Source: an optimization exercise on an open RTL-to-GDS flow (aim: small area). Production flows keep margins and buffers that such runs may drop.
In this exercise RTL edits were held to simulation tests only and were not proved equivalent to the original.
Power and IR drop assume default switching activity.

==> inputs of delta <==
==> flow/design.v <==
module ram32(
    input clk,
    input rst,                      
    input [4:0] addr_a, addr_b,
    input [31:0] data_in_a, data_in_b,
    input we_a, we_b,               
    input re_a, re_b,               
    output reg [31:0] data_out_a, data_out_b
);
    reg [31:0] mem [0:31];
    always @(posedge clk or posedge rst) begin
        if (rst) begin
            data_out_a <= 32'd0;
            data_out_b <= 32'd0;
        end 
        else begin
            if (we_a)
                mem[addr_a] <= data_in_a;         
            else if (re_a)
                data_out_a <= mem[addr_a];        
            if(!re_a)
                data_out_a <= 32'b0;              
            if (we_b)
                mem[addr_b] <= data_in_b;         
            else if (re_b)
                data_out_b <= mem[addr_b];        
            if(!re_b)
                data_out_b <= 32'b0;
        end
    end
endmodule
==> flow/run.sh <==
#!/bin/bash
# synth_recipe.tcl (not shown) runs the flow's synth.tcl, then flattens the netlist and writes it again
# the make line also repeats each setting of config.mk as NAME=value (left out here)
make -C /OpenROAD-flow-scripts/flow DESIGN_CONFIG=/design/flow/config.mk WORK_HOME=/design/flow/orfs CLKGATE_MAP_FILE= SYNTH_SCRIPT=/design/flow/synth_recipe.tcl finish
==> flow/config.mk <==
export PLATFORM = sky130hd
export DESIGN_NAME = ram32
export DESIGN_NICKNAME = ram32
export VERILOG_FILES = /design/flow/design.v
export SDC_FILE = /design/flow/constraint.sdc
export NUM_CORES = 8
export LEC_CHECK = 0
export CAP_MARGIN = 20
export CORE_MARGIN = 2
export CORE_UTILIZATION = 30
export SLEW_MARGIN = 20
==> flow/constraint.sdc <==
create_clock -name core_clock -period 4.0 [get_ports {clk}]
set_input_delay 0.8000 -clock core_clock [delete_from_list [all_inputs] [get_ports {clk}]]
set_output_delay 0.8000 -clock core_clock [all_outputs]
set_load 0.01 [all_outputs]
==> garnet: changes against delta <==
==> flow/design.v (replaced) <==
module ram32_word(
    input clk,
    input sel_a, sel_b, keep,
    input [31:0] da, db,
    output reg [31:0] s
);
    always @(posedge clk)
        s <= ~(({32{sel_a}} & da) | ({32{sel_b}} & db) | ({32{keep}} & s));
endmodule
module ram32_aoi3(
    input a0, b0, a1, b1, a2, b2,
    output y
);
    assign y = ~((a0 & b0) | (a1 & b1) | (a2 & b2));
endmodule
module ram32_rdbit(
    input [31:0] sel,
    input [31:0] col,
    input hold, cur, flip,
    output d
);
    wire [10:0] y;
    genvar k;
    generate
        for (k = 0; k < 10; k = k + 1) begin : g_aoi
            ram32_aoi3 u_aoi(.a0(sel[3*k]), .b0(col[3*k]), .a1(sel[3*k+1]), .b1(col[3*k+1]),
                             .a2(sel[3*k+2]), .b2(col[3*k+2]), .y(y[k]));
        end
    endgenerate
    ram32_aoi3 u_aoi_last(.a0(sel[30]), .b0(col[30]), .a1(sel[31]), .b1(col[31]),
                          .a2(hold), .b2(cur), .y(y[10]));
    assign d = ~(&y) ^ flip;
endmodule
module ram32_wdec(
    input alo, ahi, blo, bhi, rlo_a, rhi_a, rlo_b, rhi_b,
    output sel_a, sel_b, keep, rd_a, rd_b
);
    wire hit_a = alo & ahi;
    assign sel_b = blo & bhi;
    assign sel_a = hit_a & ~sel_b;
    assign keep  = ~(hit_a | sel_b);
    assign rd_a  = rlo_a & rhi_a;
    assign rd_b  = rlo_b & rhi_b;
endmodule
module ram32(
    input clk,
    input rst,
    input [4:0] addr_a, addr_b,
    input [31:0] data_in_a, data_in_b,
    input we_a, we_b,
    input re_a, re_b,
    output reg [31:0] data_out_a, data_out_b
);
    reg p;
    always @(posedge clk)
        p <= ~p;
    wire wa = we_a & ~rst;
    wire wb = we_b & ~rst;
    wire rdy_a = re_a & ~we_a;
    wire rdy_b = re_b & ~we_b;
    wire [3:0] lo_a = 4'd1 << addr_a[1:0];
    wire [3:0] lo_b = 4'd1 << addr_b[1:0];
    wire [7:0] hi_a = 8'd1 << addr_a[4:2];
    wire [7:0] hi_b = 8'd1 << addr_b[4:2];
    wire [7:0] whi_a = {8{wa}} & hi_a;
    wire [7:0] whi_b = {8{wb}} & hi_b;
    wire [7:0] rhi_a = {8{rdy_a}} & hi_a;
    wire [7:0] rhi_b = {8{rdy_b}} & hi_b;
    wire [31:0] sel_a, sel_b, keep, rd_a, rd_b;
    wire [31:0] da = data_in_a ^ {32{p}};
    wire [31:0] db = data_in_b ^ {32{p}};
    wire hold_a = re_a & we_a;
    wire hold_b = re_b & we_b;
    wire flip_a = rdy_a & p;
    wire flip_b = rdy_b & p;
    wire [31:0] s [0:31];
    genvar w, j;
    generate
        for (w = 0; w < 32; w = w + 1) begin : g_word
            ram32_wdec u_dec(.alo(lo_a[w%4]), .ahi(whi_a[w/4]), .blo(lo_b[w%4]), .bhi(whi_b[w/4]),
                             .rlo_a(lo_a[w%4]), .rhi_a(rhi_a[w/4]), .rlo_b(lo_b[w%4]), .rhi_b(rhi_b[w/4]),
                             .sel_a(sel_a[w]), .sel_b(sel_b[w]), .keep(keep[w]), .rd_a(rd_a[w]), .rd_b(rd_b[w]));
            ram32_word u_word(.clk(clk), .sel_a(sel_a[w]), .sel_b(sel_b[w]), .keep(keep[w]),
                              .da(da), .db(db), .s(s[w]));
        end
    endgenerate
    wire [31:0] nxt_a, nxt_b;
    generate
        for (j = 0; j < 32; j = j + 1) begin : g_col
            wire [31:0] col;
            for (w = 0; w < 32; w = w + 1) begin : g_w
                assign col[w] = s[w][j];
            end
            ram32_rdbit u_ra(.sel(rd_a), .col(col), .hold(hold_a), .cur(data_out_a[j]),
                             .flip(flip_a), .d(nxt_a[j]));
            ram32_rdbit u_rb(.sel(rd_b), .col(col), .hold(hold_b), .cur(data_out_b[j]),
                             .flip(flip_b), .d(nxt_b[j]));
        end
    endgenerate
    always @(posedge clk or posedge rst) begin
        if (rst) begin
            data_out_a <= 32'd0;
            data_out_b <= 32'd0;
        end else begin
            data_out_a <= nxt_a;
            data_out_b <= nxt_b;
        end
    end
endmodule
--- a/flow/config.mk
+++ b/flow/config.mk
@@ -6,6 +6,14 @@
 export NUM_CORES = 8
 export LEC_CHECK = 0
 export CAP_MARGIN = 20
+export CELL_PAD_IN_SITES_DETAIL_PLACEMENT = 1
+export CELL_PAD_IN_SITES_GLOBAL_PLACEMENT = 1
 export CORE_MARGIN = 2
-export CORE_UTILIZATION = 30
+export CORE_UTILIZATION = 45
+export CTS_CLUSTER_DIAMETER = 100
+export CTS_CLUSTER_SIZE = 25
+export PLACE_DENSITY = 0.5
+export SETUP_SLACK_MARGIN = 0.3
 export SLEW_MARGIN = 20
+export SYNTH_HIERARCHICAL = 1
+export SYNTH_MINIMUM_KEEP_SIZE = 0
==> harbor: changes against delta <==
==> flow/design.v (replaced) <==
module ram32_word(
    input clk,
    input sel_a, sel_b, keep,
    input [31:0] da, db,
    output reg [31:0] s
);
    always @(posedge clk)
        s <= ~(({32{sel_a}} & da) | ({32{sel_b}} & db) | ({32{keep}} & s));
endmodule
module ram32_aoi3(
    input a0, b0, a1, b1, a2, b2,
    output y
);
    assign y = ~((a0 & b0) | (a1 & b1) | (a2 & b2));
endmodule
module ram32_rdbit(
    input [31:0] sel,
    input [31:0] col,
    input hold, cur, flip,
    output d
);
    wire [10:0] y;
    genvar k;
    generate
        for (k = 0; k < 10; k = k + 1) begin : g_aoi
            ram32_aoi3 u_aoi(.a0(sel[3*k]), .b0(col[3*k]), .a1(sel[3*k+1]), .b1(col[3*k+1]),
                             .a2(sel[3*k+2]), .b2(col[3*k+2]), .y(y[k]));
        end
    endgenerate
    ram32_aoi3 u_aoi_last(.a0(sel[30]), .b0(col[30]), .a1(sel[31]), .b1(col[31]),
                          .a2(hold), .b2(cur), .y(y[10]));
    assign d = ~(&y) ^ flip;
endmodule
module ram32(
    input clk,
    input rst,
    input [4:0] addr_a, addr_b,
    input [31:0] data_in_a, data_in_b,
    input we_a, we_b,
    input re_a, re_b,
    output reg [31:0] data_out_a, data_out_b
);
    reg p;
    always @(posedge clk)
        p <= ~p;
    wire wa = we_a & ~rst;
    wire wb = we_b & ~rst;
    wire [31:0] hit_a = 32'd1 << addr_a;
    wire [31:0] hit_b = 32'd1 << addr_b;
    wire [31:0] sel_b  = {32{wb}} & hit_b;
    wire [31:0] sel_a  = {32{wa}} & hit_a & ~sel_b;
    wire [31:0] keep   = ~(({32{wa}} & hit_a) | sel_b);
    wire [31:0] da = data_in_a ^ {32{p}};
    wire [31:0] db = data_in_b ^ {32{p}};
    wire rdy_a = re_a & ~we_a;
    wire rdy_b = re_b & ~we_b;
    wire [31:0] rd_a = {32{rdy_a}} & hit_a;
    wire [31:0] rd_b = {32{rdy_b}} & hit_b;
    wire hold_a = re_a & we_a;
    wire hold_b = re_b & we_b;
    wire flip_a = rdy_a & p;
    wire flip_b = rdy_b & p;
    wire [31:0] s [0:31];
    genvar w, j;
    generate
        for (w = 0; w < 32; w = w + 1) begin : g_word
            ram32_word u_word(.clk(clk), .sel_a(sel_a[w]), .sel_b(sel_b[w]), .keep(keep[w]),
                              .da(da), .db(db), .s(s[w]));
        end
    endgenerate
    wire [31:0] nxt_a, nxt_b;
    generate
        for (j = 0; j < 32; j = j + 1) begin : g_col
            wire [31:0] col;
            for (w = 0; w < 32; w = w + 1) begin : g_w
                assign col[w] = s[w][j];
            end
            ram32_rdbit u_ra(.sel(rd_a), .col(col), .hold(hold_a), .cur(data_out_a[j]),
                             .flip(flip_a), .d(nxt_a[j]));
            ram32_rdbit u_rb(.sel(rd_b), .col(col), .hold(hold_b), .cur(data_out_b[j]),
                             .flip(flip_b), .d(nxt_b[j]));
        end
    endgenerate
    always @(posedge clk or posedge rst) begin
        if (rst) begin
            data_out_a <= 32'd0;
            data_out_b <= 32'd0;
        end else begin
            data_out_a <= nxt_a;
            data_out_b <= nxt_b;
        end
    end
endmodule
--- a/flow/config.mk
+++ b/flow/config.mk
@@ -9,3 +9,5 @@
 export CORE_MARGIN = 2
 export CORE_UTILIZATION = 30
 export SLEW_MARGIN = 20
+export SYNTH_HIERARCHICAL = 1
+export SYNTH_MINIMUM_KEEP_SIZE = 0
==> comparison table <==
| quantity | harbor | garnet | delta |
|---|---|---|---|
| Multi-input combinational area share | 41.2% | 42.4% | 41.1% |
| Post-synthesis area per instance | 12.4 sq um | 12.4 sq um | 9.80 sq um |
| Number of H-tree levels | 3 | 2 | 4 |
| Vias in the first global route | 48200 | 51700 | 64000 |
| Seq/Total Area, Yosys | 47.5% | 47.4% | 46.9% |
| Period utilisation layout | 95.8% | 94.0% | 86.1% |
| Sw Share | 29.7% | 31.8% | 30.0% |
| Most common cell in the synthesized netlist | sky130_fd_sc_hd__a222oi_1 | sky130_fd_sc_hd__a222oi_1 | sky130_fd_sc_hd__mux2i_1 |
| Dpl cell area | 52900 sq um | 52600 sq um | 78000 sq um |
| Maximum number of pins on one net before global-route repair | 37 | 39 | 69 |
| Worst path arrival time | 4420 ps | 4400 ps | 4160 ps |
| DR WL/cell | 42.0 um | 52.4 um | 49.1 um |
| Met3 routing resource usage after global routing | 15.4% | 22.2% | 16.6% |
| Filler cells | 14700 | 10300 | 22700 |
| Hold EP | g_word[7].u_word.s[1] | g_word[13].u_word.s[21] | data_out_b[6] |
| Status | finished clean | finished clean | finished clean |
| Placer congestion estimate | 0.977 | 0.987 | 1.05 |
| Clock Power | 11.5 mW | 6.27 mW | 13.9 mW |
| Final Skew | 29.5 ps | 35.1 ps | 32.6 ps |
| Sum of routed wire segments on met1 | 85800 um | 92500 um | 184000 um |
| Worst setup slack for register-to-register paths | 1460 ps | 1270 ps | 1300 ps |
| Core box area | 154000 sq um | 103000 sq um | 228000 sq um |
| Sequential power | 16.6 mW | 16.6 mW | 14.4 mW |

-- port drivers added, routing unchanged --
Ports are ideal in the flow. The routed layouts listed here were re-timed in OpenROAD.
Step 1, drivers: a clkbuf_16 drives clk and a buf_2 each remaining input, both assumed.
Step 2 moves the port delays by t, midway between the first and last clock arrival at a register: inputs arrive t later, outputs are due t later. That takes back most of the time a late clock gives input paths.
Three values: ideal ports, drivers, drivers and shift; two values: the first two.
| run | t (ns) | setup WS [ns] | worst setup path after step 2 |
|---|---|---|---|
| delta | 0.943 | 0.555 / 0.415 / -0.528 | input to register |
| garnet | 0.786 | 0.242 / 0.290 / -0.496 | input to register |
| harbor | 0.799 | 0.166 / 0.228 / -0.572 | input to register |
With both steps, setup timing fails in every run listed, where it was met with ideal ports. The setup slack of delta, which loses most, moves by -0.140 ns with the drivers and by -1.083 ns with both steps.
